This is an optimization exercise on Yosys and OpenROAD, whose aim is small area, a short achievable clock period and few clock cycles, not a production implementation. In this exercise RTL edits were held to simulation tests only and were not proved equivalent to the original. Power and IR drop assume default switching activity.

==> flow/design.v (outline; a module is shown in full before it is edited, if it fits) <==
// module milestone1: 832 lines
// module m1_fa: 4 lines
// module m1_ha: 4 lines
module milestone1 (
		input logic CLOCK_50_I,
		input logic resetn,
		output logic SRAM_we_n,
		output logic [17:0] SRAM_address,
		output logic [15:0] SRAM_write_data,
		input logic [15:0] SRAM_read_data,
		input logic M1_enable,
		output logic M1_finish
);
  // ...
==> flow/flow/run.sh <==
#!/bin/bash
# Standard layout, with repair_timing asked for extra setup margin so that the
# optimiser works on paths well inside the design's clock period.
# Each step's full output goes to a log file of its own in this folder.
set -euo pipefail
MARGIN=${MARGIN:-10.3}
bash standard.sh synth > synth.log 2>&1
bash standard.sh SETUP_SLACK_MARGIN=$MARGIN finish > layout.log 2>&1
==> flow/standard.sh <==
#!/bin/bash
# synth_recipe.tcl (not shown) runs the flow's synth.tcl, then flattens the netlist and writes it again
# the make line also repeats each setting of config.mk as NAME=value (left out here)
make -C /OpenROAD-flow-scripts/flow DESIGN_CONFIG=/design/flow/config.mk WORK_HOME=/design/flow/orfs CLKGATE_MAP_FILE= SYNTH_SCRIPT=/design/flow/synth_recipe.tcl "${@:-finish}"
==> flow/config.mk <==
export PLATFORM = sky130hd
export DESIGN_NAME = milestone1
export DESIGN_NICKNAME = milestone1
export VERILOG_FILES = /design/flow/design.v
export SDC_FILE = /design/flow/constraint.sdc
export NUM_CORES = 4
export LEC_CHECK = 0
export CAP_MARGIN = 20
export CORE_MARGIN = 2
export CORE_UTILIZATION = 40
export CTS_CLUSTER_DIAMETER = 100
export CTS_CLUSTER_SIZE = 25
export PLACE_DENSITY = 0.6
export SLEW_MARGIN = 20
export SYNTH_HIERARCHICAL = 1
export SYNTH_MINIMUM_KEEP_SIZE = 0
==> flow/constraint.sdc <==
create_clock -name core_clock -period 14.0 [get_ports {CLOCK_50_I}]
set_input_delay 2.8000 -clock core_clock [delete_from_list [all_inputs] [get_ports {CLOCK_50_I}]]
set_output_delay 2.8000 -clock core_clock [all_outputs]
set_load 0.01 [all_outputs]
==> impl_metrics.tcl, run 1 <==
set metrics [dict create \
    worst_setup_path_startpoint "M1_finish$_DFFE_PN0P_" \
    fin_setup_tns_ps 0 \
    hold_end "qu[2][6]$_DFFE_PP_" \
    route.met2.wl_mm 24.3 \
    layout-drive-gt1-share_pct 13.7 \
    synth_top_family_by_area "adder cells" \
    num-fill-cells 5032 \
    taps 748 \
    placed_cell_area_um2 23900 \
    hpwl_mm 40.1 \
    r2r_slack_ps 10440 \
    outcome "timing/DRC/antenna clean" \
    skew_ps 27.1 \
    timing.final.ws_setup_ps 10070 \
    grtUsageMet2_pct 30.5 \
    cp_num_cells 1 \
    grt_pass1_vias 14600 \
    cp-endpoint "M1_finish" \
    p_clk_share_pct 38.1 \
    muxShareOfSynthArea_pct 4.81 \
    drt_iter0_drc 982 \
    instances_no_fill 2653 \
    crit_slowest_cell "dfrtp_1" \
    end_kind "output pin" \
    coreArea_um2 55400 \
    num_antenna_cells 1 \
    wirelength_mm 53.2 \
    drc_errors 0 \
    path_buf_inv 1 \
]
Testbench counts, summed over its fixed seeds: cycles 1,536,240.
==> inputs of run 2 (changes only) <==
--- a/flow/flow/run.sh
+++ b/flow/flow/run.sh
@@ -4,5 +4,5 @@
 # Each step's full output goes to a log file of its own in this folder.
 set -euo pipefail
-MARGIN=${MARGIN:-10.3}
+MARGIN=${MARGIN:-10}
 bash standard.sh synth > synth.log 2>&1
 bash standard.sh SETUP_SLACK_MARGIN=$MARGIN finish > layout.log 2>&1
==> impl_metrics.tcl, run 2 <==
set metrics [dict create \
    row_count 86 \
    drt_first_pass_iters 5 \
    numCtsBuffers 21 \
    start_util_pct 40.7 \
    fp.dieW_um 241 \
    synth_most_common_cell "fa_1" \
    worstPathMaxFanout 1 \
    max_slew_margin_pct 33.4 \
    synth_commonest_cells "fa_1 (263), ha_1 (180), inv_1 (164), edfxtp_1 (154), dfxtp_1 (151)" \
    worst_slew_pin_slew_ps 996 \
    r2r_slack_ps 10140 \
    ys_ff_latch 356 \
    ff2ff_path_depth 9 \
    vdd_drop_max_mv 0.0827 \
    end_kind "output pin" \
    die_area_um2 58200 \
    synth_ff_type "edfxtp_1" \
    p_leak_nw 10.1 \
    layout_commonest_cell "fa_1" \
    synth.top_cell.area_share_pct 23.4 \
    top_regs "qu x48, qv x48" \
    drtAntennaViolNets 0 \
    syn_area_per_cell_um2 12.6 \
    ys_types 74 \
    internal_power_w 0.00138 \
    synth.area.top_cells "fa_1 (23%), edfxtp_1 (21%), dfxtp_1 (13%)" \
    cp_num_cells 1 \
    yosys.area.top_type "fa_1" \
    coreArea_um2 55400 \
    syn_to_final_growth_pct 9.98 \
    vias 13700 \
    cp_cell_sequence "dlygate4sd2_1" \
    cts_tree "done" \
    layout_common_cells "fa_1 (263), ha_1 (180), inv_1 (163), edfxtp_1 (154), dfxtp_1 (151)" \
    crit_path_start_kind "flop" \
    wirelength_mm 51.3 \
    whs_path_depth 0 \
    path_clk_slew_ps 90 \
    path_buf_inv 1 \
    hold_class "reg2reg" \
    place_inst 2566 \
    instances_no_fill 2628 \
    htreeDepth 1 \
    port_buffers 54 \
    combPwrFrac_pct 0.6 \
    cts_sinks 356 \
    skew_ps 40.1 \
    antenna_found_initial 0 \
    gp_congestion 0.937 \
    finalNetCount 2328 \
    fmax_mhz 252 \
    ys_warn_count 9 \
    grt_max_degree 59 \
    switching_share_pct 21.7 \
    slowest_delay_ps 320 \
    outcome "timing/DRC/antenna clean" \
    seq_area_frac_synth_pct 39.8 \
    setup_viol 0 \
    power_w 0.00177 \
    slew_violations 0 \
    viasPerCell 5.22 \
    seq_power_share_pct 60.9 \
    clock_tree.buffer_depth 3 \
    grt_overflow_total 0 \
    avgRoutedWirePerCell_um 19.5 \
    critical_path_required_ps 11200 \
    crit_arrival_ps 1160 \
    layout-drive-gt1-share_pct 9.10 \
    clock-root-buffer "clkbuf_16" \
    period_needed_ps 3960 \
    p_clk_share_pct 38.5 \
    synthCells 1793 \
    num_antenna_cells 0 \
    grt_pass1_vias 14400 \
    pin_count 55 \
    drc_errors 0 \
    clk_latency_ps 570 \
    rsz0062_at_grt "yes" \
    num-fill-cells 5038 \
    hpwl_mm 39.8 \
    grt_pass1_wl_mm 83.1 \
    critPathTopFamily "flip-flops" \
    worst_hold_slack_ps 439 \
    drt_iter0_drc 976 \
    power.density_nw_per_um2 71.4 \
    gr-usage-all-layers_pct 18.5 \
    drv_cap 0 \
    timing.final.ws_setup_ps 10040 \
    crit_slowest_cell "dfxtp_1" \
    fin_setup_tns_ps 0 \
    switchingPower_w 0.000385 \
    synth_nets 2255 \
    critPathKind "reg2out" \
    post-route-period-util_pct 28.3 \
    dp_slack_ps 9890 \
    syn-cell-area_um2 22500 \
    hold_viol 0 \
    synth_edf_count 154 \
    ys_async_sr_fraction_pct 14.3 \
    die_h_um 241 \
]
[run 2: cell count changes in the layout (fill, tap and decap cells not counted), moves of 3 or more]
cell | previous run | this run
buf_4 | 59 | 37
dlygate4sd2_1 | 0 | 21
buf_6 | 21 | 1
buf_2 | 19 | 2
dfxtp_1 | 134 | 151
dfxtp_2 | 17 | 0
clkdlybuf4s15_1 | 0 | 11
clkinvlp_4 | 7 | 1
inv_1 | 157 | 163
clkbuf_2 | 0 | 3
[run 2: worst reg2reg max path: stages, from the launching register on]
cell and delay (ps):
edfxtp_1 790, inv_1 350, fa_1 500, fa_1 430, fa_1 500, ha_1 300, a21o_1 190, a21o_1 180
a221oi_1 290, o221ai_1 170
[run 2: final cells by class]
class	count	area, um^2	share of cell area (%)
Clock buffer	28	562	2.27
Inverter	165	623	2.52
Sequential cell	356	8960	36.2
Timing Repair Buffer	92	778	3.14
Tap cell	748	936	3.78
Multi-Input combinational cell	1230	12800	51.6
Clock inverter	9	131	0.530
[run 2: worst paths after layout]
path	startpoint	to
max in group asynchronous	resetn	p2$_DFFE_PN0P_
min in group asynchronous	resetn	run$_DFF_PN0_
min reg2reg	qv[5][0]$_DFFE_PP_	qv[4][0]$_DFFE_PP_
min	qv[5][0]$_DFFE_PP_	qv[4][0]$_DFFE_PP_
max	SRAM_address[12]$_DFF_P_	SRAM_address[12]
max reg2reg	pur[1]$_DFFE_PP_	tgc$_DFF_P_
[run 2: per-stage QoR]
stage,utilization [%],area (um^2)
floorplan,-,22500
global placement,43.2,23900
detailed placement,43.2,23900
CTS,44.4,24600
global route,44.7,24800
finish,44.7,24800
[run 2: per-module statistics from Yosys (local to each module, per instance)]
module	flip-flops and latches	area [um^2]	times used
m1_fa	0	20.0	251
milestone1	356	17100	1
m1_ha	0	12.5	34
[run 2: per-layer routing]
layer  GRT usage, %  routed length, um
met1           26.3              23400
met2           29.8              23700
met5              0                  0
met3           2.73               2970
met4           4.83               1220
[run 2: power groups by stage]
stage	Combinational, W	Clock (W)	Sequential (W)
2_1_floorplan	0.00000103	0	0.00110
6_report	0.0000110	0.000682	0.00108
5_1_grt	0.0000123	0.000740	0.00108
4_1_cts	0.0000113	0.000708	0.00108
3_5_place_dp	0.0000112	0	0.00110
3_3_place_gp	0.0000110	0	0.00110
[run 2: timing repair]
| action | 4_1_cts | 5_1_grt |
|---|---|---|
| endpoints found under the hold margin | 0 | 0 |
| hold buffers | 0 | 0 |
| endpoints found under the setup margin | 39 | 19 |
| buffers inserted | 3 | 22 |
| resized for setup | 45 | 15 |
| pin swaps | 0 | 1 |
[run 2: cell families after synthesis]
kind of cell             Yosys count  share of synthesized area [%]
XOR/XNOR                          89                           3.46
buffers and inverters            207                           3.53
AND/OR/NAND/NOR                  314                           6.48
AO/OA/AOI/OAI                    300                           8.60
adder cells (fa/ha/maj)          443                           33.4
multiplexers                      84                           4.81
flip-flops                       356                           39.8
==> inputs of run 3 (changes only) <==
--- a/flow/flow/run.sh
+++ b/flow/flow/run.sh
@@ -4,5 +4,5 @@
 # Each step's full output goes to a log file of its own in this folder.
 set -euo pipefail
-MARGIN=${MARGIN:-10}
+MARGIN=${MARGIN:-10.3}
 bash standard.sh synth > synth.log 2>&1
 bash standard.sh SETUP_SLACK_MARGIN=$MARGIN finish > layout.log 2>&1
--- a/flow/config.mk
+++ b/flow/config.mk
@@ -8,8 +8,8 @@
 export CAP_MARGIN = 20
 export CORE_MARGIN = 2
-export CORE_UTILIZATION = 40
+export CORE_UTILIZATION = 70
 export CTS_CLUSTER_DIAMETER = 100
 export CTS_CLUSTER_SIZE = 25
-export PLACE_DENSITY = 0.6
+export PLACE_DENSITY = 0.85
 export SLEW_MARGIN = 20
 export SYNTH_HIERARCHICAL = 1
==> impl_metrics.tcl, run 3 <==
set metrics [dict create \
    outcome "timing/DRC/antenna clean" \
    rsz0062_at_grt "yes" \
    start_util_pct 71.2 \
    num_antenna_cells 0 \
    die_h_um 183 \
    met1_usage_pct 43.2 \
    drtAntennaViolNets 0 \
    syn_area_per_cell_um2 12.6 \
    path_clk_slew_ps 100 \
    timing.rr.end "tbc$_DFF_P_" \
    power_w 0.00168 \
    skew_ps 46.1 \
    critPathKind "reg2out" \
    ff2ff_path_depth 10 \
    grt_pass1_wl_mm 86.4 \
    drv_cap 0 \
    synth.top_cell.area_share_pct 23.4 \
    syn-cell-area_um2 22500 \
    drc_errors 0 \
    ys_warn_count 9 \
    critical_path_required_ps 11200 \
    slew_violations 0 \
    seq_area_frac_synth_pct 39.8 \
    busiest_layer "met2" \
    fin_util_pct 78.0 \
    switching_share_pct 20.6 \
    gr-usage-all-layers_pct 34.2 \
    synth.area.top_cells "fa_1 (23%), edfxtp_1 (21%), dfxtp_1 (13%)" \
    power.density_nw_per_um2 68.0 \
    grt_overflow_total 0 \
    top_regs "qu x48, qv x48" \
    period_needed_ps 3900 \
    hold_viol 0 \
    coreArea_um2 31600 \
    vias 14900 \
    crit_arrival_ps 1100 \
    ys_types 74 \
    viasPerCell 6.40 \
    synth_edf_count 154 \
    vdd_drop_max_mv 0.157 \
    layout-drive-gt1-share_pct 14.7 \
    timing.final.ws_setup_ps 10100 \
    p_clk_share_pct 35.2 \
    grt_pass1_vias 15400 \
    ys_ff_latch 356 \
    max_slew_margin_pct 34.8 \
    fin_setup_tns_ps 0 \
    min-delay-start "qv[5][1]$_DFFE_PP_" \
    antenna_found_initial 0 \
    grtUsageMet2_pct 57.3 \
    post-route-period-util_pct 27.9 \
    synth_ff_type "edfxtp_1" \
    combPwrFrac_pct 0.6 \
    yosys.area.top_type "fa_1" \
    wirelength_mm 57.4 \
    clock-root-buffer "clkbuf_16" \
    synth_nets 2255 \
    r2r_slack_ps 10260 \
    end_kind "output pin" \
    gp_congestion 0.944 \
    numCtsBuffers 18 \
    worstPathMaxFanout 1 \
    seq_power_share_pct 64.2 \
    port_buffers 54 \
    fp.dieW_um 183 \
    htreeDepth 1 \
    ys_async_sr_fraction_pct 14.3 \
    clk_latency_ps 560 \
    hold_class "reg2reg" \
    avgRoutedWirePerCell_um 24.6 \
    synth_commonest_cells "fa_1 (263), ha_1 (180), inv_1 (164), edfxtp_1 (154), dfxtp_1 (151)" \
    drt_iter0_drc 1291 \
    synth_most_common_cell "fa_1" \
    fmax_mhz 256 \
    dp_slack_ps 9960 \
    hold_end "qv[4][1]$_DFFE_PP_" \
    grt.met3_usage_pct 6.12 \
    clock_tree.buffer_depth 3 \
    synthCells 1793 \
    internal_power_w 0.00133 \
    cts_sinks 356 \
    layout_common_cells "fa_1 (263), ha_1 (179), edfxtp_1 (154), inv_1 (153), dfxtp_1 (132)" \
    syn_to_final_growth_pct 9.53 \
    worstReg2RegStart "py[0]$_DFFE_PP_" \
    hpwl_mm 41.8 \
    crit_path_start_kind "flop" \
    layout_commonest_cell "fa_1" \
    die_area_um2 33600 \
    whs_path_depth 0 \
    cts_tree "done" \
    worst_slew_pin_slew_ps 977 \
    row_count 65 \
    setup_viol 0 \
    pin_count 55 \
    grt_max_degree 82 \
    finalNetCount 2376 \
    p_leak_nw 10.2 \
    drt_first_pass_iters 5 \
    switchingPower_w 0.000347 \
]
run 3: cell types whose count changed in the layout (fill, tap and decap cells not counted), moves of 16 or more:
| cell | before | now |
|---|---|---|
| buf_2 | 2 | 18 |
| buf_6 | 1 | 21 |
| dfxtp_2 | 0 | 19 |
| dfxtp_1 | 151 | 132 |
| dlygate4sd2_1 | 21 | 0 |
| buf_4 | 37 | 86 |
run 3: kinds of logic after synthesis:
logic type | count (synthesis) | share of synthesized area, %
compound gates | 300 | 8.60
xor+xnor | 89 | 3.46
fa+ha+maj | 443 | 33.4
buf+inv | 207 | 3.53
flops | 356 | 39.8
mux | 84 | 4.81
simple gates | 314 | 6.48
run 3: what timing repair did:
action	4_1_cts	5_1_grt
hold buffers	0	0
gates resized for setup	177	36
endpoints found under the hold margin	0	0
gates cloned	0	0
setup buffers	32	49
pin swaps	0	2
endpoints found under the setup margin	48	46
run 3: how the worst max path moves through the flow:
stage / cells after the start / startpoint / slack, ps / endpoint
after global placement: 10 / py[2]$_DFFE_PP_ / 10030 / tgc$_DFF_P_
after floorplan: 10 / py[2]$_DFFE_PP_ / 10420 / tgc$_DFF_P_
after detailed placement: 9 / py[5]$_DFFE_PP_ / 9960 / tbc$_DFF_P_
final: 2 / we$_DFF_PN0_ / 10100 / SRAM_we_n
after CTS: 2 / we$_DFF_PN0_ / 10080 / SRAM_we_n
after global routing: 2 / we$_DFF_PN0_ / 10060 / SRAM_we_n
run 3: area by class of cell:
class                      instances  area (um^2)
multi-input combinational       1230        12800
sequential                       356         8990
fill                            1883         6960
timing repair buffer             143         1160
inverter                         165          657
tap                              402          503
clock buffer                      27          484
clock inverter                     5         56.3
run 3: metal layers:
metal / vias up / share of wire [%]
met3: 234 / 7.8
met1: 7421 / 37
met2: 823 / 49
met4: 0 / 6.6
met5: - / 0
li1: 6422 / -
run 3: power by group through the flow:
stage / Combinational [W] / Clock [W] / Sequential, W
finish: 0.0000104 / 0.000591 / 0.00108
global route: 0.0000116 / 0.000632 / 0.00108
CTS: 0.0000106 / 0.000593 / 0.00108
detailed placement: 0.0000105 / 0 / 0.00110
global placement: 0.0000102 / 0 / 0.00110
floorplan: 0.00000103 / 0 / 0.00110
run 3: worst max-delay path: stages (launching register included):
cell	delay, ps
dfrtp_1	380
inv_1	50
buf_2	120
run 3: modules after synthesis (local to each module, per instance):
module	flops+latches	area, um^2	copies in the design	cells
milestone1	356	17100	1	1508
m1_fa	0	20.0	251	1
m1_ha	0	12.5	34	1
run 3: through the flow:
stage	hold WS, ps	std cells	instance area, um^2
floorplan	420	1793	22500
global placement	423	2215	23500
detailed placement	433	2215	23500
CTS	441	2279	24200
global route	457	2328	24700
finish	436	2328	24700
==> inputs of run 4 (changes only) <==
--- a/flow/config.mk
+++ b/flow/config.mk
@@ -8,8 +8,8 @@
 export CAP_MARGIN = 20
 export CORE_MARGIN = 2
-export CORE_UTILIZATION = 70
+export CORE_UTILIZATION = 50
 export CTS_CLUSTER_DIAMETER = 100
 export CTS_CLUSTER_SIZE = 25
-export PLACE_DENSITY = 0.85
+export PLACE_DENSITY = 0.7
 export SLEW_MARGIN = 20
 export SYNTH_HIERARCHICAL = 1
==> impl_metrics.tcl, run 4 <==
set metrics [dict create \
    outcome "timing/DRC/antenna clean" \
    gp_congestion 0.949 \
    syn_area_per_cell_um2 12.6 \
    coreArea_um2 44300 \
    hold_class "reg2reg" \
    crit_arrival_ps 1090 \
    slew_violations 0 \
    gr-usage-all-layers_pct 23.0 \
    synth_most_common_cell "fa_1" \
    rsz0062_at_grt "yes" \
    start_util_pct 50.8 \
    drc_errors 0 \
    syn_to_final_growth_pct 9.58 \
    htreeDepth 1 \
    synth.top_cell.area_share_pct 23.4 \
    drv_cap 0 \
    wirelength_mm 51.7 \
    hold_viol 0 \
    die_area_um2 46800 \
    finalNetCount 2353 \
    multi_input_area_um2 12800 \
    clk_latency_ps 550 \
    viasPerCell 5.59 \
    drt_iter0_drc 1060 \
    layout-drive-gt1-share_pct 12.8 \
    seq_area_frac_synth_pct 39.8 \
    grt_overflow_total 0 \
    ys_ff_latch 356 \
    end_kind "output pin" \
    vdd_drop_max_mv 0.0990 \
    layout_commonest_cell "fa_1" \
    path_clk_slew_ps 100 \
    num-fill-cells 3701 \
    top_regs "qu x48, qv x48" \
    synthCells 1793 \
    grt_max_degree 66 \
    synth_ff_type "edfxtp_1" \
    grt_pass1_wl_mm 83.8 \
    fmax_mhz 257 \
    syn-cell-area_um2 22500 \
    power.density_nw_per_um2 69.5 \
    skew_ps 16.6 \
    power_w 0.00171 \
    row_count 77 \
    grt_pass1_vias 14900 \
    worstPathMaxFanout 1 \
    crit_slowest_cell "dfrtp_1" \
    slowest_delay_ps 380 \
    avgRoutedWirePerCell_um 20.7 \
    ys_warn_count 9 \
    cts_tree "done" \
    setup_viol 0 \
    ys_types 74 \
    numCtsBuffers 19 \
    drt_first_pass_iters 6 \
    cp_cell_sequence "inv_1 > buf_2" \
    period_needed_ps 3890 \
    worst_slew_pin_slew_ps 1010 \
    num_antenna_cells 0 \
    synth.area.top_cells "fa_1 (23%), edfxtp_1 (21%), dfxtp_1 (13%)" \
    synth_nets 2255 \
    critPathKind "reg2out" \
    ff_latch_area_um2 8980 \
    drtAntennaViolNets 0 \
    vias 13900 \
    post-route-period-util_pct 27.8 \
    crit_path_start_kind "flop" \
    fin_setup_tns_ps 0 \
    yosys.area.top_type "fa_1" \
    clock_tree.buffer_depth 3 \
    antenna_found_initial 1 \
    critical_path_required_ps 11200 \
    layout_common_cells "fa_1 (263), ha_1 (180), inv_1 (158), edfxtp_1 (154), dfxtp_1 (137)" \
    hpwl_mm 39.2 \
    holdBufCountCts 0 \
    fp.dieW_um 216 \
    port_buffers 54 \
    synth_edf_count 154 \
    cts_sinks 356 \
    clock-root-buffer "clkbuf_16" \
    pin_count 55 \
    path_buf_inv 2 \
    die_h_um 216 \
    p_leak_nw 10.1 \
    ys_async_sr_fraction_pct 14.3 \
    synth_commonest_cells "fa_1 (263), ha_1 (180), inv_1 (164), edfxtp_1 (154), dfxtp_1 (151)" \
    max_slew_margin_pct 32.7 \
    critPathTopFamily "flip-flops" \
]
==> run 4: cell counts after synthesis <==
No cell type changed its count.
==> run 4: repair_timing <==
item,4_1_cts,5_1_grt
gates resized for setup,162,24
setup buffers,30,27
pin swaps,0,1
endpoints found under the setup margin,47,45
==> run 4: path summary, 6_finish.rpt <==
path	cells past startpoint	endpoint	slack (ps)	start
worst max-delay path	2	SRAM_we_n	10110	we$_DFF_PN0_
worst min-delay path	0	qv[2][7]$_DFFE_PP_	450	qv[3][7]$_DFFE_PP_
worst max register to register	15	s2r[8]$_DFF_P_	10410	p2$_DFFE_PN0P_
worst min register to register	0	qv[2][7]$_DFFE_PP_	450	qv[3][7]$_DFFE_PP_
max in group asynchronous	2	p1$_DFFE_PN0P_	11180	resetn
min in group asynchronous	2	waddr[14]$_DFFE_PN0P_	2330	resetn
==> run 4: through the flow <==
step / setup slack (ps) / cell area (um^2) / util [%] / std cells / hold slack (ps)
3_5_place_dp: 9910 / 23700 / 53.5 / 2405 / 429
6_report: 10110 / 24700 / 55.7 / 2495 / 447
2_1_floorplan: 10420 / 22500 / - / 1793 / 420
3_3_place_gp: 9960 / 23700 / 53.5 / 2405 / 429
4_1_cts: 10080 / 24400 / 55.0 / 2468 / 449
5_1_grt: 10070 / 24700 / 55.7 / 2495 / 469
==> run 4: per-layer routing <==
metal / vias to the layer above / global-route usage (%) / wire length (um) / part of all wire, %
met5: - / 0 / 11 / 0.021
met4: 2 / 6.35 / 1370 / 2.7
met1: 7063 / 31.5 / 22700 / 44
met2: 426 / 38.4 / 24900 / 48
li1: 6375 / - / - / -
met3: 74 / 3.47 / 2750 / 5.3
==> run 4: layout make-up <==
type	instances	area share (%)
multi-input cells	1230	51.8
flip-flops and latches	356	36.4
repair buffers	119	3.82
well taps	592	3.00
inverters	165	2.60
clock buffers	29	2.16
clock inverters	4	0.218
==> run 4: cells by family (layout without fill, tap and decap cells) <==
kind of cell             count (synthesis)  count (layout)  synth area share [%]
AO/OA/AOI/OAI                          300             300                  8.60
XOR/XNOR                                89              89                  3.46
adder cells (fa/ha/maj)                443             443                  33.4
buffers and inverters                  207             317                  3.53
flip-flops                             356             356                  39.8
multiplexers                            84              84                  4.81
AND/OR/NAND/NOR                        314             314                  6.48
==> run 4: per-module statistics from Yosys (local to each module, per instance) <==
module      times used  area (um^2)  flip-flops and latches  cells
milestone1           1        17100                     356   1508
m1_fa              251         20.0                       0      1
m1_ha               34         12.5                       0      1
==> run 4: power by group <==
part           internal [W]             switching [W]  leakage [nW]
clock network      0.000276                  0.000351         0.283
registers           0.00108  0.0000000000000000000525          3.28
logic            0.00000533                0.00000534          6.58
total               0.00136                  0.000356          10.1
==> inputs of run 5 (changes only) <==
--- a/flow/flow/run.sh
+++ b/flow/flow/run.sh
@@ -4,5 +4,5 @@
 # Each step's full output goes to a log file of its own in this folder.
 set -euo pipefail
-MARGIN=${MARGIN:-10.3}
+MARGIN=${MARGIN:-10.5}
 bash standard.sh synth > synth.log 2>&1
 bash standard.sh SETUP_SLACK_MARGIN=$MARGIN finish > layout.log 2>&1
--- a/flow/config.mk
+++ b/flow/config.mk
@@ -8,8 +8,8 @@
 export CAP_MARGIN = 20
 export CORE_MARGIN = 2
-export CORE_UTILIZATION = 50
+export CORE_UTILIZATION = 60
 export CTS_CLUSTER_DIAMETER = 100
 export CTS_CLUSTER_SIZE = 25
-export PLACE_DENSITY = 0.7
+export PLACE_DENSITY = 0.75
 export SLEW_MARGIN = 20
 export SYNTH_HIERARCHICAL = 1
==> impl_metrics.tcl, run 5 <==
set metrics [dict create \
    grt_max_degree 66 \
    layout_common_cells "fa_1 (262), ha_1 (178), edfxtp_1 (154), inv_1 (149), dfxtp_1 (139)" \
    layout-drive-gt1-share_pct 14.6 \
    layout_commonest_cell "fa_1" \
    holdBufCountCts 0 \
    p_leak_nw 10.2 \
    die_area_um2 39100 \
    r2r_slack_ps 10510 \
    clk_latency_ps 550 \
    syn-cell-area_um2 22500 \
    synth_edf_count 154 \
    drt_iter0_drc 1171 \
    port_buffers 54 \
    timing.final.ws_setup_ps 10120 \
    hpwl_mm 39.0 \
    cp_cell_sequence "inv_2 > buf_6" \
    worstPathMaxFanout 1 \
    synth_ff_type "edfxtp_1" \
    ys_async_sr_fraction_pct 14.3 \
    grt_overflow_total 0 \
    worst_slew_pin_slew_ps 1040 \
    cts_tree "done" \
    muxShareOfSynthArea_pct 4.81 \
    setup_viol 0 \
    synth_compound_area_share_pct 8.60 \
    synth_commonest_cells "fa_1 (263), ha_1 (180), inv_1 (164), edfxtp_1 (154), dfxtp_1 (151)" \
    hold_class "reg2reg" \
    synth_top_family_by_area "adder cells" \
    path_buf_inv 2 \
    synth_nets 2255 \
    cts_sinks 356 \
    synthCells 1793 \
    syn_area_per_cell_um2 12.6 \
    slowest_delay_ps 390 \
    finalNetCount 2365 \
    grt_pass1_vias 14800 \
    power.density_nw_per_um2 71.0 \
    crit_arrival_ps 1080 \
    critPathKind "reg2out" \
    fmax_mhz 258 \
    critPathTopFamily "flip-flops" \
    ys_types 74 \
    drv_cap 0 \
    coreArea_um2 36800 \
    gp_congestion 0.925 \
    rsz0062_at_grt "yes" \
    synth-adder-area-share_pct 33.4 \
    outcome "timing/DRC/antenna clean" \
    critical_path_required_ps 11200 \
    synth_most_common_cell "fa_1" \
    grt_pass1_wl_mm 83.3 \
    seq_area_frac_synth_pct 39.8 \
    syn_to_final_growth_pct 10.2 \
    yosys.area.top_type "fa_1" \
    skew_ps 25.6 \
    vias 14300 \
    gr-usage-all-layers_pct 28.2 \
    antenna_found_initial 2 \
    wirelength_mm 53.0 \
    fin_setup_tns_ps 0 \
    numCtsBuffers 20 \
    slew_violations 0 \
    fp.dieW_um 198 \
    drtAntennaViolNets 0 \
    pin_count 55 \
    end_kind "output pin" \
    post-route-period-util_pct 27.7 \
    dp_slack_ps 9990 \
    top_regs "qu x48, qv x48" \
    clock_tree.buffer_depth 3 \
    row_count 70 \
    avgRoutedWirePerCell_um 22.2 \
    synthSimpleGateAreaFrac_pct 6.48 \
    ys_warn_count 9 \
    clock-root-buffer "clkbuf_16" \
    start_util_pct 61.2 \
    vdd_drop_max_mv 0.114 \
    ys_ff_latch 356 \
    max_slew_margin_pct 30.7 \
    hold_viol 0 \
    htreeDepth 1 \
    crit_path_start_kind "flop" \
    num_antenna_cells 0 \
    die_h_um 198 \
    synth-xor-area-share_pct 3.46 \
    crit_slowest_cell "dfrtp_1" \
    drc_errors 0 \
    drt_first_pass_iters 8 \
    synth.area.top_cells "fa_1 (23%), edfxtp_1 (21%), dfxtp_1 (13%)" \
    viasPerCell 6.01 \
    path_clk_slew_ps 100 \
    synth.top_cell.area_share_pct 23.4 \
    period_needed_ps 3880 \
]
==> run 5: cell counts after synthesis <==
No cell type changed its count.
==> run 5: per-stage QoR <==
stage	hold WS (ps)	util [%]	instance area, um^2	power [W]	std cells
final	448	67.5	24800	0.00176	2384
after global routing	468	67.5	24800	0.00181	2384
after CTS	451	66.7	24500	0.00177	2364
after detailed placement	430	64.0	23600	0.00111	2283
after global placement	424	64.0	23600	0.00111	2283
after floorplan	420	-	22500	0.00110	1793
==> run 5: logic make-up after synthesis <==
| logic type | count (synthesis) |
|---|---|
| AND/OR/NAND/NOR | 314 |
| buffers and inverters | 207 |
| AO/OA/AOI/OAI | 300 |
| XOR/XNOR | 89 |
| flip-flops | 356 |
| adder cells (fa/ha/maj) | 443 |
| multiplexers | 84 |
==> run 5: per-module statistics from Yosys, one instance, submodules excluded <==
| module | cells inside | times used | flops+latches |
|---|---|---|---|
| milestone1 | 1508 | 1 | 356 |
| m1_fa | 1 | 251 | 0 |
| m1_ha | 1 | 34 | 0 |
==> run 5: timing repair <==
action                                  in CTS  in global routing
setup buffers                               46                 19
gates cloned                                 0                  1
resized for setup                          181                 38
endpoints found under the setup margin      50                 47
pin swaps                                    2                  5
==> run 5: where the power goes <==
part	internal, W	switching (W)
Combinational	0.00000532	0.00000533
Clock	0.000310	0.000365
Sequential	0.00108	0.0000000000000000000601
==> run 5: worst paths after layout <==
path	from	endpoint	cells after the start
setup / recovery	we$_DFF_PN0_	SRAM_we_n	2
hold / removal	qu[3][3]$_DFFE_PP_	qu[2][3]$_DFFE_PP_	0
setup reg to reg	py[1]$_DFFE_PP_	tgc$_DFF_P_	9
hold reg to reg	qu[3][3]$_DFFE_PP_	qu[2][3]$_DFFE_PP_	0
max in group asynchronous	resetn	p1$_DFFE_PN0P_	2
min in group asynchronous	resetn	m[5]$_DFFE_PN0P_	2
==> run 5: final cells by class <==
| class | instances | area [um^2] |
|---|---|---|
| Multi-Input combinational cell | 1231 | 12900 |
| Fill cell | 2621 | 12000 |
| Sequential cell | 356 | 8980 |
| Timing Repair Buffer | 129 | 1030 |
| Inverter | 165 | 656 |
| Tap cell | 468 | 586 |
| Clock buffer | 30 | 559 |
| Clock inverter | 5 | 115 |
==> run 5: per-layer routing <==
layer / global-route usage (%) / share of wire [%]
met5: 0 / 0.023
met2: 44.8 / 47
met4: 8.58 / 3.4
met3: 6.00 / 8.1
met1: 39.6 / 42
==> inputs of run 6 (changes only) <==
--- a/flow/flow/run.sh
+++ b/flow/flow/run.sh
@@ -4,5 +4,5 @@
 # Each step's full output goes to a log file of its own in this folder.
 set -euo pipefail
-MARGIN=${MARGIN:-10.5}
+MARGIN=${MARGIN:-10.1}
 bash standard.sh synth > synth.log 2>&1
 bash standard.sh SETUP_SLACK_MARGIN=$MARGIN finish > layout.log 2>&1
==> impl_metrics.tcl, run 6 <==
set metrics [dict create \
    outcome "timing/DRC/antenna clean" \
    syn-cell-area_um2 22500 \
    drv_cap 0 \
    placed_cell_area_um2 23500 \
    grt_max_degree 62 \
    power_w 0.00171 \
    synth_most_common_cell "fa_1" \
    synth_compound_area_share_pct 8.60 \
    htreeDepth 1 \
    start_util_pct 61.2 \
    fin_setup_tns_ps 0 \
    syn_area_per_cell_um2 12.6 \
    p_leak_nw 10.2 \
    vdd_drop_max_mv 0.0815 \
    r2r_slack_ps 10190 \
    ys_async_sr_fraction_pct 14.3 \
    critical_path_required_ps 11200 \
    top_regs "qu x48, qv x48" \
    seq_area_frac_synth_pct 39.8 \
    grt_pass1_vias 14600 \
    avgRoutedWirePerCell_um 21.6 \
    skew_ps 23.9 \
    wirelength_mm 51.5 \
    fin_util_pct 66.6 \
    cts_tree "done" \
    drt_iter0_drc 1032 \
    hpwl_mm 39.3 \
    power.density_nw_per_um2 69.8 \
    fmax_mhz 258 \
    worst_slew_pin_slew_ps 878 \
    worstPathMaxFanout 1 \
    worstReg2RegStart "pvr[7]$_DFFE_PP_" \
    multi_input_area_um2 12800 \
    layout_common_cells "fa_1 (263), ha_1 (180), inv_1 (163), edfxtp_1 (154), dfxtp_1 (143)" \
    ff_latch_area_um2 8970 \
    ys_ff_latch 356 \
    clock-root-buffer "clkbuf_16" \
    clk_latency_ps 540 \
    layout_commonest_cell "fa_1" \
    synth_edf_count 154 \
    max_slew_margin_pct 41.3 \
    vias 14100 \
    hold_class "reg2reg" \
    clock_tree.buffer_depth 3 \
    row_count 70 \
    drtAntennaViolNets 0 \
    post-route-period-util_pct 27.7 \
    setup_viol 0 \
    instances_no_fill 2379 \
    num-fill-cells 2661 \
    slew_violations 0 \
    synth-xor-area-share_pct 3.46 \
    ff2ff_path_depth 11 \
    synth_ff_type "edfxtp_1" \
    end_kind "output pin" \
    synthCells 1793 \
    die_area_um2 39100 \
    cts_sinks 356 \
    min-delay-start "qv[3][5]$_DFFE_PP_" \
    pin_count 55 \
    rsz0062_at_grt "yes" \
    coreArea_um2 36800 \
    timing.rr.end "trc$_DFF_P_" \
    grt_pass1_wl_mm 81.0 \
    crit_path_start_kind "flop" \
    synth-adder-area-share_pct 33.4 \
    critPathKind "reg2out" \
    gp_congestion 0.973 \
    place_inst 2282 \
    hold_viol 0 \
    die_h_um 198 \
    syn_to_final_growth_pct 8.83 \
    synth.top_cell.area_share_pct 23.4 \
    path_clk_slew_ps 100 \
    synth.area.top_cells "fa_1 (23%), edfxtp_1 (21%), dfxtp_1 (13%)" \
    port_buffers 54 \
    muxShareOfSynthArea_pct 4.81 \
    ys_types 74 \
    ys_warn_count 9 \
    drt_first_pass_iters 5 \
    period_needed_ps 3880 \
    finalNetCount 2361 \
    whs_path_depth 0 \
    drc_errors 0 \
    viasPerCell 5.95 \
    hold_end "qv[2][5]$_DFFE_PP_" \
    gr-usage-all-layers_pct 27.2 \
    synth_top_family_by_area "adder cells" \
    final_cell_area_um2 24500 \
    numCtsBuffers 19 \
    grt_overflow_total 0 \
    crit_arrival_ps 1080 \
    fp.dieW_um 198 \
    yosys.area.top_type "fa_1" \
    antenna_found_initial 2 \
    synth_nets 2255 \
    layout-drive-gt1-share_pct 12.6 \
    synthSimpleGateAreaFrac_pct 6.48 \
    synth_commonest_cells "fa_1 (263), ha_1 (180), inv_1 (164), edfxtp_1 (154), dfxtp_1 (151)" \
]
[run 6: cell counts after synthesis]
No cell type changed its count.
[run 6: Yosys stat by module (local to each module, per instance)]
module      cell area [um^2]  cells  copies in the design
m1_fa                   20.0      1                   251
m1_ha                   12.5      1                    34
milestone1             17100   1508                     1
[run 6: logic make-up after synthesis]
logic type               after synthesis
adder cells (fa/ha/maj)              443
flip-flops                           356
AND/OR/NAND/NOR                      314
AO/OA/AOI/OAI                        300
buffers and inverters                207
XOR/XNOR                              89
multiplexers                          84
[run 6: how the worst max path moves through the flow]
stage,from,to,slack [ps],cells past startpoint
floorplan,p1$_DFFE_PN0P_,waddr[15]$_DFFE_PN0P_,10240,7
global placement,py[5]$_DFFE_PP_,trc$_DFF_P_,10050,10
detailed placement,py[5]$_DFFE_PP_,trc$_DFF_P_,9840,10
CTS,we$_DFF_PN0_,SRAM_we_n,10090,2
global route,we$_DFF_PN0_,SRAM_we_n,10060,2
finish,we$_DFF_PN0_,SRAM_we_n,10120,2
[run 6: timing repair]
item / 4_1_cts / 5_1_grt
hold buffers: 0 / 0
endpoints found under the setup margin: 40 / 33
gates resized for setup: 115 / 31
setup buffers: 4 / 60
[run 6: worst max-delay path: stages (launching register included)]
cell and delay (ps):
dfrtp_1 380, inv_1 50, buf_2 120
[run 6: metrics by stage]
stage,setup WS (ps),hold slack (ps)
2_1_floorplan,10240,420
3_5_place_dp,9840,429
4_1_cts,10090,456
5_1_grt,10060,461
6_report,10120,458
3_3_place_gp,10050,424
[run 6: metal layers]
layer  share of wire (%)  vias up  routed length [um]  global-route usage [%]
met5               0.025        -                  13                       0
li1                    -     6388                   -                       -
met3                 7.3       92                3760                    4.00
met4                 2.7        2                1410                    7.46
met2                  47      597               24300                    44.1
met1                  43     7067               22000                    38.9
[run 6: where the power goes]
group | switching, W | internal (W) | total [W]
Clock | 0.000348 | 0.000276 | 0.000624
Combinational | 0.00000538 | 0.00000532 | 0.0000107
Sequential | 0.0000000000000000000598 | 0.00108 | 0.00108
[run 6: layout make-up]
cell class              count  area share (%)
inverters                 165            2.54
well taps                 468            2.39
clock inverters             3           0.240
clock buffers              29            2.18
flip-flops and latches    356            36.6
multi-input cells        1230            52.2
diodes                      1          0.0102
repair buffers            127            3.86
==> inputs of run 7 (changes only) <==
--- a/flow/flow/run.sh
+++ b/flow/flow/run.sh
@@ -4,5 +4,5 @@
 # Each step's full output goes to a log file of its own in this folder.
 set -euo pipefail
-MARGIN=${MARGIN:-10.1}
+MARGIN=${MARGIN:-10.3}
 bash standard.sh synth > synth.log 2>&1
 bash standard.sh SETUP_SLACK_MARGIN=$MARGIN finish > layout.log 2>&1
--- a/flow/config.mk
+++ b/flow/config.mk
@@ -15,2 +15,3 @@
 export SYNTH_HIERARCHICAL = 1
 export SYNTH_MINIMUM_KEEP_SIZE = 0
+export TNS_END_PERCENT = 10
==> impl_metrics.tcl, run 7 <==
set metrics [dict create \
    outcome "timing/DRC/antenna clean" \
    hold_viol 0 \
    synth_nets 2255 \
    switchingPower_w 0.000356 \
    worstPathMaxFanout 1 \
    die_h_um 198 \
    vdd_drop_max_mv 0.0891 \
    clock_tree.buffer_depth 3 \
    layout_commonest_cell "fa_1" \
    synth.top_cell.area_share_pct 23.4 \
    power.density_nw_per_um2 68.2 \
    grt_max_degree 61 \
    syn_area_per_cell_um2 12.6 \
    grt_overflow_total 0 \
    synth_most_common_cell "fa_1" \
    switching_share_pct 20.9 \
    path_buf_inv 2 \
    grt_pass1_wl_mm 80.9 \
    numCtsBuffers 19 \
    cp-endpoint "SRAM_we_n" \
    cp_num_cells 2 \
    vias 14500 \
    final_cell_area_um2 25000 \
    internal_power_w 0.00135 \
    crit_slowest_cell "dfrtp_1" \
    synth_commonest_cells "fa_1 (263), ha_1 (180), inv_1 (164), edfxtp_1 (154), dfxtp_1 (151)" \
    gr-usage-all-layers_pct 27.1 \
    worst_hold_slack_ps 452 \
    num-fill-cells 2583 \
    r2r_slack_ps 10300 \
    drt_iter0_drc 1172 \
    htreeDepth 1 \
    cp_cell_sequence "inv_1 > buf_2" \
    timing.final.ws_setup_ps 10120 \
    drtAntennaViolNets 0 \
    avgRoutedWirePerCell_um 21.8 \
    synth.area.top_cells "fa_1 (23%), edfxtp_1 (21%), dfxtp_1 (13%)" \
    power_w 0.00170 \
    slew_violations 0 \
    slowest_delay_ps 370 \
    gp_congestion 0.928 \
    drv_cap 0 \
    rsz0062_at_grt "yes" \
    crit_arrival_ps 1080 \
    coreArea_um2 36800 \
    wirelength_mm 52.9 \
    fp.dieW_um 198 \
    yosys.area.top_type "fa_1" \
    num_antenna_cells 0 \
    syn-cell-area_um2 22500 \
    p_clk_share_pct 36.1 \
    synth_ff_type "edfxtp_1" \
    port_buffers 54 \
    critPathTopFamily "flip-flops" \
    worst_slew_pin_slew_ps 898 \
    post-route-period-util_pct 27.7 \
    combPwrFrac_pct 0.6 \
    layout_common_cells "fa_1 (263), ha_1 (180), inv_1 (156), edfxtp_1 (154), dfxtp_1 (144)" \
    seq_power_share_pct 63.2 \
    p_leak_nw 10.4 \
    timing.rr.end "tgc$_DFF_P_" \
    synth_edf_count 154 \
    row_count 70 \
    synthCells 1793 \
    ys_async_sr_fraction_pct 14.3 \
    fmax_mhz 258 \
    period_needed_ps 3880 \
    critPathKind "reg2out" \
    skew_ps 18.6 \
    placed_cell_area_um2 23600 \
    crit_path_start_kind "flop" \
    critical_path_required_ps 11200 \
    viasPerCell 5.96 \
    layout-drive-gt1-share_pct 15.0 \
    path_clk_slew_ps 100 \
    worst_setup_path_startpoint "we$_DFF_PN0_" \
    start_util_pct 61.2 \
    hold_class "reg2reg" \
    drt_first_pass_iters 7 \
    end_kind "output pin" \
    die_area_um2 39100 \
    ys_ff_latch 356 \
    hpwl_mm 38.7 \
    syn_to_final_growth_pct 10.9 \
    ys_warn_count 9 \
    dp_slack_ps 9900 \
    cts_tree "done" \
    seq_area_frac_synth_pct 39.8 \
    finalNetCount 2408 \
    worstReg2RegStart "pvr[3]$_DFFE_PP_" \
    cts_sinks 356 \
    ys_types 74 \
    max_slew_margin_pct 40.0 \
    antenna_found_initial 0 \
    pin_count 55 \
    clk_latency_ps 540 \
    drc_errors 0 \
    clock-root-buffer "clkbuf_16" \
    setup_viol 0 \
    grt_pass1_vias 14500 \
    holdBufCountCts 0 \
    ff2ff_path_depth 10 \
    top_regs "qu x48, qv x48" \
    fin_setup_tns_ps 0 \
]
run 7: logic make-up after synthesis:
| family | after synthesis | synth area share (%) |
|---|---|---|
| adders and majority gates | 443 | 33.4 |
| DFF | 356 | 39.8 |
| and+or+nand+nor | 314 | 6.48 |
| AOI/OAI and AO/OA | 300 | 8.60 |
| buffers and inverters | 207 | 3.53 |
| xor gates and xnor gates | 89 | 3.46 |
| muxes | 84 | 4.81 |
run 7: power groups by stage:
stage          clock network (W)  registers, W   logic (W)
6_report                0.000616       0.00108   0.0000108
5_1_grt                 0.000661       0.00108   0.0000120
4_1_cts                 0.000623       0.00108   0.0000110
3_5_place_dp                   0       0.00110   0.0000110
3_3_place_gp                   0       0.00110   0.0000107
2_1_floorplan                  0       0.00110  0.00000103
run 7: what timing repair did:
| item | CTS | global route |
|---|---|---|
| setup endpoints to repair | 49 | 48 |
| setup buffers | 6 | 103 |
| gates resized for setup | 135 | 20 |
| pin swaps | 0 | 2 |
run 7: worst reg2reg max path: stages, from the launching register on:
cell and delay [ps]:
edfxtp_1 580, clkinvlp_4 280, ha_1 350, fa_1 470
fa_1 540, fa_1 430, ha_1 300, nand4_1 110
nor2_1 70, a221oi_1 250, o221ai_1 170
run 7: cell type report:
type / instances / area, um^2 / share of cell area, %
Multi-Input combinational cell: 1230 / 12800 / 51.3
Sequential cell: 356 / 8970 / 35.9
Timing Repair Buffer: 174 / 1400 / 5.61
Inverter: 165 / 646 / 2.58
Tap cell: 468 / 586 / 2.34
Clock buffer: 29 / 513 / 2.05
Clock inverter: 4 / 61.3 / 0.245
run 7: Yosys stat by module, one instance, submodules excluded:
module / flops+latches / times used / cells
m1_ha: 0 / 34 / 1
m1_fa: 0 / 251 / 1
milestone1: 356 / 1 / 1508
run 7: metal layers:
| layer | global-route usage [%] | part of all wire (%) |
|---|---|---|
| met4 | 6.43 | 2.9 |
| met3 | 4.97 | 7.4 |
| met5 | 0 | 0 |
| met1 | 38.5 | 42 |
| met2 | 44.0 | 47 |
run 7: stage by stage:
stage | utilization, % | instances
global route | 67.9 | 2426
finish | 67.9 | 2426
floorplan | - | 1793
detailed placement | 64.1 | 2284
global placement | 64.1 | 2284
CTS | 65.6 | 2323
run 7: worst min path at each step:
stage                       start                  to  slack [ps]  depth (start not counted)
2_1_floorplan  qv[3][0]$_DFFE_PP_  qv[2][0]$_DFFE_PP_         420                          0
3_3_place_gp   qv[3][5]$_DFFE_PP_  qv[2][5]$_DFFE_PP_         420                          0
3_5_place_dp   qv[3][7]$_DFFE_PP_  qv[2][7]$_DFFE_PP_         430                          0
4_1_cts        qu[3][4]$_DFFE_PP_  qu[2][4]$_DFFE_PP_         450                          0
5_1_grt        qu[3][4]$_DFFE_PP_  qu[2][4]$_DFFE_PP_         450                          0
6_report       qv[3][7]$_DFFE_PP_  qv[2][7]$_DFFE_PP_         450                          0
==> inputs of run 8 (changes only) <==
--- a/flow/config.mk
+++ b/flow/config.mk
@@ -15,3 +15,2 @@
 export SYNTH_HIERARCHICAL = 1
 export SYNTH_MINIMUM_KEEP_SIZE = 0
-export TNS_END_PERCENT = 10
==> impl_metrics.tcl, run 8 <==
set metrics [dict create \
    outcome "timing/DRC/antenna clean" \
    synth.area.top_cells "fa_1 (23%), edfxtp_1 (21%), dfxtp_1 (13%)" \
    wirelength_mm 52.1 \
    gp_congestion 0.928 \
    critical_path_required_ps 11200 \
    ys_warn_count 9 \
    setup_viol 0 \
    synth_edf_count 154 \
    grt_max_degree 61 \
    seq_area_frac_synth_pct 39.8 \
    top_regs "qu x48, qv x48" \
    muxShareOfSynthArea_pct 4.81 \
    synth-adder-area-share_pct 33.4 \
    die_area_um2 39100 \
    synth.top_cell.area_share_pct 23.4 \
    max_slew_margin_pct 40.6 \
    cts_sinks 356 \
    ys_types 74 \
    synth_ff_type "edfxtp_1" \
    ys_ff_latch 356 \
    fp.dieW_um 198 \
    syn_area_per_cell_um2 12.6 \
    coreArea_um2 36800 \
    cp_cell_sequence "inv_1 > buf_2" \
    placed_cell_area_um2 23600 \
    ff2ff_path_depth 9 \
    worstPathMaxFanout 1 \
    skew_ps 19.4 \
    hpwl_mm 38.7 \
    viasPerCell 5.97 \
    layout-drive-gt1-share_pct 12.8 \
    port_buffers 54 \
    period_needed_ps 3870 \
    avgRoutedWirePerCell_um 21.9 \
    drt_first_pass_iters 5 \
    layout_common_cells "fa_1 (263), ha_1 (180), inv_1 (160), edfxtp_1 (154), dfxtp_1 (139)" \
    p_leak_nw 10.1 \
    slowest_delay_ps 370 \
    crit_arrival_ps 1070 \
    drc_errors 0 \
    ff_latch_area_um2 8980 \
    fin_util_pct 66.7 \
    pin_count 55 \
    synth-xor-area-share_pct 3.46 \
    htreeDepth 1 \
    syn_to_final_growth_pct 8.91 \
    ys_async_sr_fraction_pct 14.3 \
    syn-cell-area_um2 22500 \
    timing.final.ws_setup_ps 10130 \
    fin_setup_tns_ps 0 \
    layout_commonest_cell "fa_1" \
    grt_pass1_vias 14700 \
    synth_compound_area_share_pct 8.60 \
    cp-endpoint "SRAM_we_n" \
    final_cell_area_um2 24500 \
    clk_latency_ps 530 \
    row_count 70 \
    post-route-period-util_pct 27.7 \
    worst_setup_path_startpoint "we$_DFF_PN0_" \
    synth_top_family_by_area "adder cells" \
    worst_slew_pin_slew_ps 889 \
    start_util_pct 61.2 \
    finalNetCount 2355 \
    hold_viol 0 \
    power.density_nw_per_um2 69.4 \
    synth_commonest_cells "fa_1 (263), ha_1 (180), inv_1 (164), edfxtp_1 (154), dfxtp_1 (151)" \
    gr-usage-all-layers_pct 27.6 \
    drt_iter0_drc 1112 \
    power_w 0.00170 \
    numCtsBuffers 19 \
    r2r_slack_ps 10370 \
    antenna_found_initial 1 \
    cts_tree "done" \
    holdBufCountCts 0 \
    hold_class "reg2reg" \
    crit_slowest_cell "dfrtp_1" \
    vdd_drop_max_mv 0.0897 \
    yosys.area.top_type "fa_1" \
    die_h_um 198 \
    grt_pass1_wl_mm 82.0 \
    drtAntennaViolNets 0 \
    multi_input_area_um2 12800 \
    worstReg2RegStart "pvr[8]$_DFFE_PP_" \
    rsz0062_at_grt "yes" \
    num-fill-cells 2673 \
    clock_tree.buffer_depth 3 \
    synth_most_common_cell "fa_1" \
    critPathKind "reg2out" \
    crit_path_start_kind "flop" \
    path_clk_slew_ps 100 \
    synthCells 1793 \
    end_kind "output pin" \
    fmax_mhz 258 \
    grt_overflow_total 0 \
    clock-root-buffer "clkbuf_16" \
    synth_nets 2255 \
    dp_slack_ps 9900 \
    vias 14200 \
    slew_violations 0 \
    timing.rr.end "tgc$_DFF_P_" \
    drv_cap 0 \
    synthSimpleGateAreaFrac_pct 6.48 \
]
[run 8: cell counts after synthesis]
No cell type changed its count.
[run 8: through the flow]
step / cells / hold WS, ps
2_1_floorplan: 1793 / 420
3_3_place_gp: 2284 / 423
3_5_place_dp: 2284 / 430
4_1_cts: 2346 / 451
5_1_grt: 2373 / 453
6_report: 2374 / 453
[run 8: per-module statistics from Yosys, one instance, submodules excluded]
| module | area, um^2 | copies in the design |
|---|---|---|
| milestone1 | 17100 | 1 |
| m1_fa | 20.0 | 251 |
| m1_ha | 12.5 | 34 |
[run 8: power by group]
part / switching [W] / internal (W)
registers: 0.0000000000000000000513 / 0.00108
clock network: 0.000348 / 0.000265
logic: 0.00000549 / 0.00000533
total: 0.000354 / 0.00135
[run 8: how the worst min path moves through the flow]
stage,startpoint,endpoint,slack [ps],cells after the start
floorplan,qv[3][0]$_DFFE_PP_,qv[2][0]$_DFFE_PP_,420,0
finish,qv[3][7]$_DFFE_PP_,qv[2][7]$_DFFE_PP_,450,0
CTS,qu[3][4]$_DFFE_PP_,qu[2][4]$_DFFE_PP_,450,0
global placement,qv[3][5]$_DFFE_PP_,qv[2][5]$_DFFE_PP_,420,0
detailed placement,qv[3][7]$_DFFE_PP_,qv[2][7]$_DFFE_PP_,430,0
global route,qu[3][4]$_DFFE_PP_,qu[2][4]$_DFFE_PP_,450,0
[run 8: final cells by class]
type                    instances  area share [%]
multi-input cells            1230            52.2
inverters                     165            2.59
well taps                     468            2.39
clock inverters                 4           0.250
repair buffers                121            3.87
clock buffers                  29            2.09
diodes                          1          0.0102
flip-flops and latches        356            36.6
[run 8: kinds of logic after synthesis]
logic type	Yosys count
AOI/OAI and AO/OA	300
xor gates and xnor gates	89
adders and majority gates	443
buffers and inverters	207
DFF	356
muxes	84
and+or+nand+nor	314
[run 8: worst max-delay path: cells and delay by family (launching register included)]
family | cells | cell delay [ps]
DFF | 1 | 370
buffers and inverters | 2 | 170
[run 8: repair_timing]
item / CTS / global route
setup endpoints to repair: 49 / 46
gates resized for setup: 167 / 19
setup buffers: 29 / 27
pin swaps: 0 / 2
[run 8: layer usage]
metal	GRT usage [%]	vias up	part of all wire [%]
met3	4.72	109	7.4
met4	8.16	0	3.1
met5	0	-	0
li1	-	6380	-
met1	39.2	7062	43
met2	44.2	612	47
==> inputs of run 9 (changes only) <==
--- a/flow/config.mk
+++ b/flow/config.mk
@@ -9,6 +9,6 @@
 export CORE_MARGIN = 2
 export CORE_UTILIZATION = 60
-export CTS_CLUSTER_DIAMETER = 100
-export CTS_CLUSTER_SIZE = 25
+export CTS_CLUSTER_DIAMETER = 80
+export CTS_CLUSTER_SIZE = 30
 export PLACE_DENSITY = 0.75
 export SLEW_MARGIN = 20
==> impl_metrics.tcl, run 9 <==
set metrics [dict create \
    outcome "timing/DRC/antenna clean" \
    ff2ff_path_depth 10 \
    drt_iter0_drc 985 \
    die_h_um 198 \
    period_needed_ps 3910 \
    seq_area_frac_synth_pct 39.8 \
    numCtsBuffers 22 \
    cp_num_cells 1 \
    gp_congestion 0.928 \
    clk_latency_ps 570 \
    syn_to_final_growth_pct 9.94 \
    slew_violations 0 \
    crit_slowest_cell "dfrtp_1" \
    worst_hold_slack_ps 445 \
    rsz0062_at_grt "yes" \
    syn-cell-area_um2 22500 \
    synth.area.top_cells "fa_1 (23%), edfxtp_1 (21%), dfxtp_1 (13%)" \
    worstReg2RegStart "py[5]$_DFFE_PP_" \
    path_clk_slew_ps 100 \
    synth_commonest_cells "fa_1 (263), ha_1 (180), inv_1 (164), edfxtp_1 (154), dfxtp_1 (151)" \
    setup_viol 0 \
    port_buffers 54 \
    coreArea_um2 36800 \
    path_buf_inv 1 \
    timing.rr.end "tgc$_DFF_P_" \
    ys_types 74 \
    hpwl_mm 38.7 \
    power.density_nw_per_um2 74.7 \
    fp.dieW_um 198 \
    syn_area_per_cell_um2 12.6 \
    grt_pass1_vias 14800 \
    ys_async_sr_fraction_pct 14.3 \
    avgRoutedWirePerCell_um 22.0 \
    critical_path_required_ps 11200 \
    start_util_pct 61.2 \
    crit_arrival_ps 1110 \
    grt_pass1_wl_mm 82.5 \
    skew_ps 33.8 \
    hold_viol 0 \
    synth.top_cell.area_share_pct 23.4 \
    vias 14200 \
    finalNetCount 2351 \
    drt_first_pass_iters 6 \
    clock-root-buffer "clkbuf_16" \
    end_kind "output pin" \
    ys_ff_latch 356 \
    viasPerCell 5.99 \
    fin_setup_tns_ps 0 \
    max_slew_margin_pct 38.1 \
    hold_class "reg2reg" \
    cts_tree "done" \
    wirelength_mm 52.2 \
    synth_edf_count 154 \
    drtAntennaViolNets 0 \
    ys_warn_count 9 \
    drc_errors 0 \
    critPathTopFamily "flip-flops" \
    synth_nets 2255 \
    clock_tree.buffer_depth 3 \
    layout_common_cells "fa_1 (263), ha_1 (180), inv_1 (158), edfxtp_1 (154), dfxtp_1 (138)" \
    cp_cell_sequence "buf_2" \
    pin_count 55 \
    worst_setup_path_startpoint "M1_finish$_DFFE_PN0P_" \
    htreeDepth 1 \
    cp-endpoint "M1_finish" \
    slowest_delay_ps 400 \
    layout-drive-gt1-share_pct 13.5 \
    synthCells 1793 \
    grt_max_degree 61 \
    synth_most_common_cell "fa_1" \
    r2r_slack_ps 10380 \
    gr-usage-all-layers_pct 28.0 \
    row_count 70 \
    p_leak_nw 10.2 \
    synth_ff_type "edfxtp_1" \
    critPathKind "reg2out" \
    worst_slew_pin_slew_ps 927 \
    yosys.area.top_type "fa_1" \
    layout_commonest_cell "fa_1" \
    num-fill-cells 2611 \
    die_area_um2 39100 \
    vdd_drop_max_mv 0.0964 \
    antenna_found_initial 1 \
    top_regs "qu x48, qv x48" \
    grt_overflow_total 0 \
    post-route-period-util_pct 27.9 \
    worstPathMaxFanout 2 \
    drv_cap 0 \
    crit_path_start_kind "flop" \
    fmax_mhz 256 \
    cts_sinks 356 \
]
==> run 9: modules after synthesis, one instance, submodules excluded <==
module	flops+latches	cell area, um^2	copies in the design
m1_ha	0	12.5	34
milestone1	356	17100	1
m1_fa	0	20.0	251
==> run 9: per-layer routing <==
metal / part of all wire (%) / wire, um / vias to the layer above / GRT usage [%]
met5: 0 / 0 / - / 0
met1: 42 / 22100 / 7122 / 39.0
li1: - / - / 6378 / -
met3: 7.4 / 3880 / 106 / 5.48
met2: 47 / 24600 / 603 / 44.5
met4: 3.3 / 1710 / 0 / 9.22
==> run 9: how the worst min path moves through the flow <==
stage          slack (ps)          startpoint                 end  cells after the start
2_1_floorplan         420  qv[3][0]$_DFFE_PP_  qv[2][0]$_DFFE_PP_                      0
5_1_grt               470  qv[5][2]$_DFFE_PP_  qv[4][2]$_DFFE_PP_                      0
3_5_place_dp          430  qv[3][7]$_DFFE_PP_  qv[2][7]$_DFFE_PP_                      0
4_1_cts               450  qv[3][7]$_DFFE_PP_  qv[2][7]$_DFFE_PP_                      0
6_report              440  qv[3][7]$_DFFE_PP_  qv[2][7]$_DFFE_PP_                      0
3_3_place_gp          420  qv[3][5]$_DFFE_PP_  qv[2][5]$_DFFE_PP_                      0
==> run 9: cell type report <==
| cell class | instances | area (um^2) | share of cell area [%] |
|---|---|---|---|
| clock buffers | 23 | 564 | 2.28 |
| multi-input cells | 1230 | 12800 | 51.7 |
| flip-flops and latches | 356 | 8980 | 36.3 |
| inverters | 165 | 642 | 2.59 |
| diodes | 1 | 2.50 | 0.0101 |
| well taps | 468 | 586 | 2.36 |
| clock inverters | 17 | 277 | 1.12 |
| repair buffers | 114 | 903 | 3.65 |
==> run 9: repair_timing <==
item / 4_1_cts / 5_1_grt
cloned: 0 / 0
pin swaps: 0 / 2
resized for setup: 165 / 26
setup endpoints to repair: 49 / 46
hold buffers: 0 / 0
setup buffers: 29 / 20
==> run 9: logic make-up after synthesis <==
| group | count (synthesis) | synth area share (%) |
|---|---|---|
| and+or+nand+nor | 314 | 6.48 |
| muxes | 84 | 4.81 |
| buffers and inverters | 207 | 3.53 |
| AOI/OAI and AO/OA | 300 | 8.60 |
| adders and majority gates | 443 | 33.4 |
| xor gates and xnor gates | 89 | 3.46 |
| DFF | 356 | 39.8 |
==> run 9: power by group <==
group | leakage (nW) | switching [W] | internal, W
Combinational | 6.55 | 0.00000553 | 0.00000533
Sequential | 3.28 | 0.0000000000000000000506 | 0.00108
Clock | 0.405 | 0.000417 | 0.000346
==> run 9: stage by stage <==
stage / setup WS, ps / cells / power (W) / util, % / cell area, um^2
after floorplan: 10420 / 1793 / 0.00110 / - / 22500
after global placement: 10000 / 2284 / 0.00111 / 64.1 / 23600
after detailed placement: 9900 / 2284 / 0.00111 / 64.1 / 23600
after CTS: 10060 / 2353 / 0.00187 / 66.6 / 24500
after global routing: 10040 / 2373 / 0.00191 / 67.3 / 24800
final: 10090 / 2374 / 0.00185 / 67.3 / 24800
==> inputs of run 10 (changes only) <==
--- a/flow/config.mk
+++ b/flow/config.mk
@@ -9,6 +9,7 @@
 export CORE_MARGIN = 2
 export CORE_UTILIZATION = 60
-export CTS_CLUSTER_DIAMETER = 80
-export CTS_CLUSTER_SIZE = 30
+export CTS_BUF_LIST = sky130_fd_sc_hd__clkbuf_8
+export CTS_CLUSTER_DIAMETER = 60
+export CTS_CLUSTER_SIZE = 16
 export PLACE_DENSITY = 0.75
 export SLEW_MARGIN = 20
==> impl_metrics.tcl, run 10 <==
set metrics [dict create \
    path_clk_slew_ps 110 \
    grt_pass1_wl_mm 82.3 \
    whs_path_depth 0 \
    combPwrFrac_pct 0.6 \
    synth_nets 2255 \
    grt_max_degree 61 \
    p_clk_share_pct 38.3 \
    wirelength_mm 52.1 \
    fin_util_pct 67.0 \
    placed_cell_area_um2 23600 \
    seq_area_frac_synth_pct 39.8 \
    fin_setup_tns_ps 0 \
    layout_commonest_cell "fa_1" \
    holdBufCountCts 0 \
    grt_overflow_total 0 \
    num-fill-cells 2671 \
    hpwl_mm 38.7 \
    synth.top_cell.area_share_pct 23.4 \
    numCtsBuffers 34 \
    ys_types 74 \
    viasPerCell 5.90 \
    final_cell_area_um2 24700 \
    drtAntennaViolNets 0 \
    yosys.area.top_type "fa_1" \
    start_util_pct 61.2 \
    crit_path_start_kind "flop" \
    cts_sinks 356 \
    clock_tree.buffer_depth 3 \
    switching_share_pct 22.9 \
    antenna_found_initial 1 \
    row_count 70 \
    syn_area_per_cell_um2 12.6 \
    switchingPower_w 0.000403 \
    synth.area.top_cells "fa_1 (23%), edfxtp_1 (21%), dfxtp_1 (13%)" \
    slew_violations 0 \
    layout-drive-gt1-share_pct 14.2 \
    drc_errors 0 \
    synth_commonest_cells "fa_1 (263), ha_1 (180), inv_1 (164), edfxtp_1 (154), dfxtp_1 (151)" \
    post-route-period-util_pct 28.3 \
    syn-cell-area_um2 22500 \
    finalNetCount 2368 \
    port_buffers 54 \
    worstReg2RegStart "pvr[8]$_DFFE_PP_" \
    gp_congestion 0.928 \
    outcome "timing/DRC/antenna clean" \
    period_needed_ps 3960 \
    avgRoutedWirePerCell_um 21.7 \
    drt_iter0_drc 1059 \
    drt_first_pass_iters 6 \
    skew_ps 36.1 \
    pin_count 55 \
    cts_tree "done" \
    max_slew_margin_pct 39.2 \
    coreArea_um2 36800 \
    worst_setup_path_startpoint "we$_DFF_PN0_" \
    htreeDepth 2 \
    place_inst 2284 \
    clk_latency_ps 630 \
    critical_path_required_ps 11200 \
    hold_class "reg2reg" \
    synth_edf_count 154 \
    grt_pass1_vias 14800 \
    synth_most_common_cell "fa_1" \
    ff_latch_area_um2 8980 \
    hold_viol 0 \
    ys_async_sr_fraction_pct 14.3 \
    seq_power_share_pct 61.1 \
    fmax_mhz 252 \
    worst_hold_slack_ps 436 \
    clock-root-buffer "clkbuf_8" \
    die_area_um2 39100 \
    synthCells 1793 \
    vias 14200 \
    worst_slew_pin_slew_ps 910 \
    p_leak_nw 10.3 \
    rsz0062_at_grt "yes" \
    die_h_um 198 \
    instances_no_fill 2399 \
    end_kind "output pin" \
    gr-usage-all-layers_pct 28.0 \
    multi_input_area_um2 12800 \
    num_antenna_cells 0 \
    min-delay-start "qv[3][7]$_DFFE_PP_" \
    power.density_nw_per_um2 71.5 \
    drv_cap 0 \
    setup_viol 0 \
    internal_power_w 0.00136 \
    worstPathMaxFanout 1 \
    synth_ff_type "edfxtp_1" \
    ys_warn_count 9 \
    fp.dieW_um 198 \
    ys_ff_latch 356 \
    critPathKind "reg2out" \
    layout_common_cells "fa_1 (263), ha_1 (180), inv_1 (168), edfxtp_1 (154), dfxtp_1 (139)" \
    crit_arrival_ps 1160 \
    ff2ff_path_depth 9 \
    top_regs "qu x48, qv x48" \
    vdd_drop_max_mv 0.0860 \
    syn_to_final_growth_pct 9.47 \
]
[run 10: layout make-up]
class,count,share of cell area [%]
tap,468,2.37
multi-input combinational,1230,52.0
sequential,356,36.4
inverter,165,2.59
timing repair buffer,119,3.79
clock buffer,36,2.01
clock inverter,25,0.852
[run 10: worst paths after layout]
| path | endpoint | slack, ps |
|---|---|---|
| worst max-delay path | SRAM_we_n | 10040 |
| worst min-delay path | qv[2][7]$_DFFE_PP_ | 440 |
| worst max register to register | tgc$_DFF_P_ | 10320 |
| worst min register to register | qv[2][7]$_DFFE_PP_ | 440 |
| max in group asynchronous | p2$_DFFE_PN0P_ | 11220 |
| min in group asynchronous | waddr[6]$_DFFE_PN0P_ | 2290 |
[run 10: what timing repair did]
item	4_1_cts	5_1_grt
setup endpoints to repair	49	46
resized for setup	164	26
pin swaps	0	2
setup buffers	30	24
gates cloned	0	0
[run 10: kinds of logic (layout without fill, tap and decap cells)]
logic type	count (synthesis)	after routing	share of synthesized area, %
buf+inv	207	345	3.53
compound gates	300	300	8.60
simple gates	314	314	6.48
xor+xnor	89	89	3.46
fa+ha+maj	443	443	33.4
flops	356	356	39.8
mux	84	84	4.81
[run 10: layer usage]
layer / global-route usage [%] / wire length [um] / vias up
met4: 9.64 / 1720 / 0
met2: 44.0 / 24300 / 556
met1: 38.5 / 22200 / 7085
met5: 0 / 0 / -
met3: 6.80 / 3900 / 111
li1: - / - / 6411
[run 10: critical path: stages, from the launching register on]
cell and delay, ps:
dfrtp_1 380, inv_1 50, buf_2 120
[run 10: metrics by stage]
step                power (W)  worst slack, ps
finish                0.00176            10040
CTS                   0.00178             9990
global route          0.00182             9980
global placement      0.00111            10000
floorplan             0.00110            10420
detailed placement    0.00111             9900
[run 10: power by group through the flow]
stage               Combinational (W)  Sequential (W)  Clock, W
global route                0.0000120         0.00108  0.000726
global placement            0.0000107         0.00110         0
floorplan                  0.00000103         0.00110         0
finish                      0.0000108         0.00108  0.000675
CTS                         0.0000110         0.00108  0.000690
detailed placement          0.0000110         0.00110         0
[run 10: modules after synthesis (local to each module, per instance)]
module / cell area, um^2 / cells inside / times used / flops+latches
milestone1: 17100 / 1508 / 1 / 356
m1_fa: 20.0 / 1 / 251 / 0
m1_ha: 12.5 / 1 / 34 / 0

[afterwards: timing with drivers on the ports]
No port has a modelled driver above. Below, the same layouts with a new extraction and two added sets of constraints. Step 1 assumes that a clkbuf_16 drives the clock port and a buf_2 every other input. Step 2 moves the port delays by t, midway between the first and last clock arrival at a register: inputs arrive t later, outputs are due t later. That takes back most of the time a late clock gives input paths. Three values: ideal, step 1, step 2; two values: the first two.
run | t (ns) | setup WS [ns] | worst setup path after step 2 | slew at the worst register clock pin (ns) | pins driven straight from the clock port
run 1 | 0.613 | 10.074 / 10.016 / 10.118 | input to register | 0.10 / 0.10 | 1
run 2 | 0.613 | 10.039 / 9.980 / 10.133 | input to register | 0.10 / 0.10 | 1
run 3 | 0.591 | 10.098 / 10.045 / 10.156 | input to register | 0.11 / 0.11 | 1
run 4 | 0.599 | 10.108 / 10.053 / 10.154 | input to register | 0.10 / 0.10 | 1
run 5 | 0.586 | 10.121 / 10.070 / 10.145 | input to register | 0.11 / 0.11 | 1
run 6 | 0.589 | 10.117 / 10.060 / 10.151 | input to register | 0.10 / 0.10 | 1
run 7 | 0.581 | 10.118 / 10.067 / 10.143 | input to register | 0.10 / 0.10 | 1
run 8 | 0.581 | 10.127 / 10.073 / 10.148 | input to register | 0.10 / 0.10 | 1
run 9 | 0.613 | 10.093 / 10.037 / 10.163 | input to register | 0.11 / 0.11 | 1
run 10 | 0.663 | 10.039 / 9.989 / 10.145 | input to register | 0.11 / 0.11 | 1
After both steps every run listed still meets setup and hold.
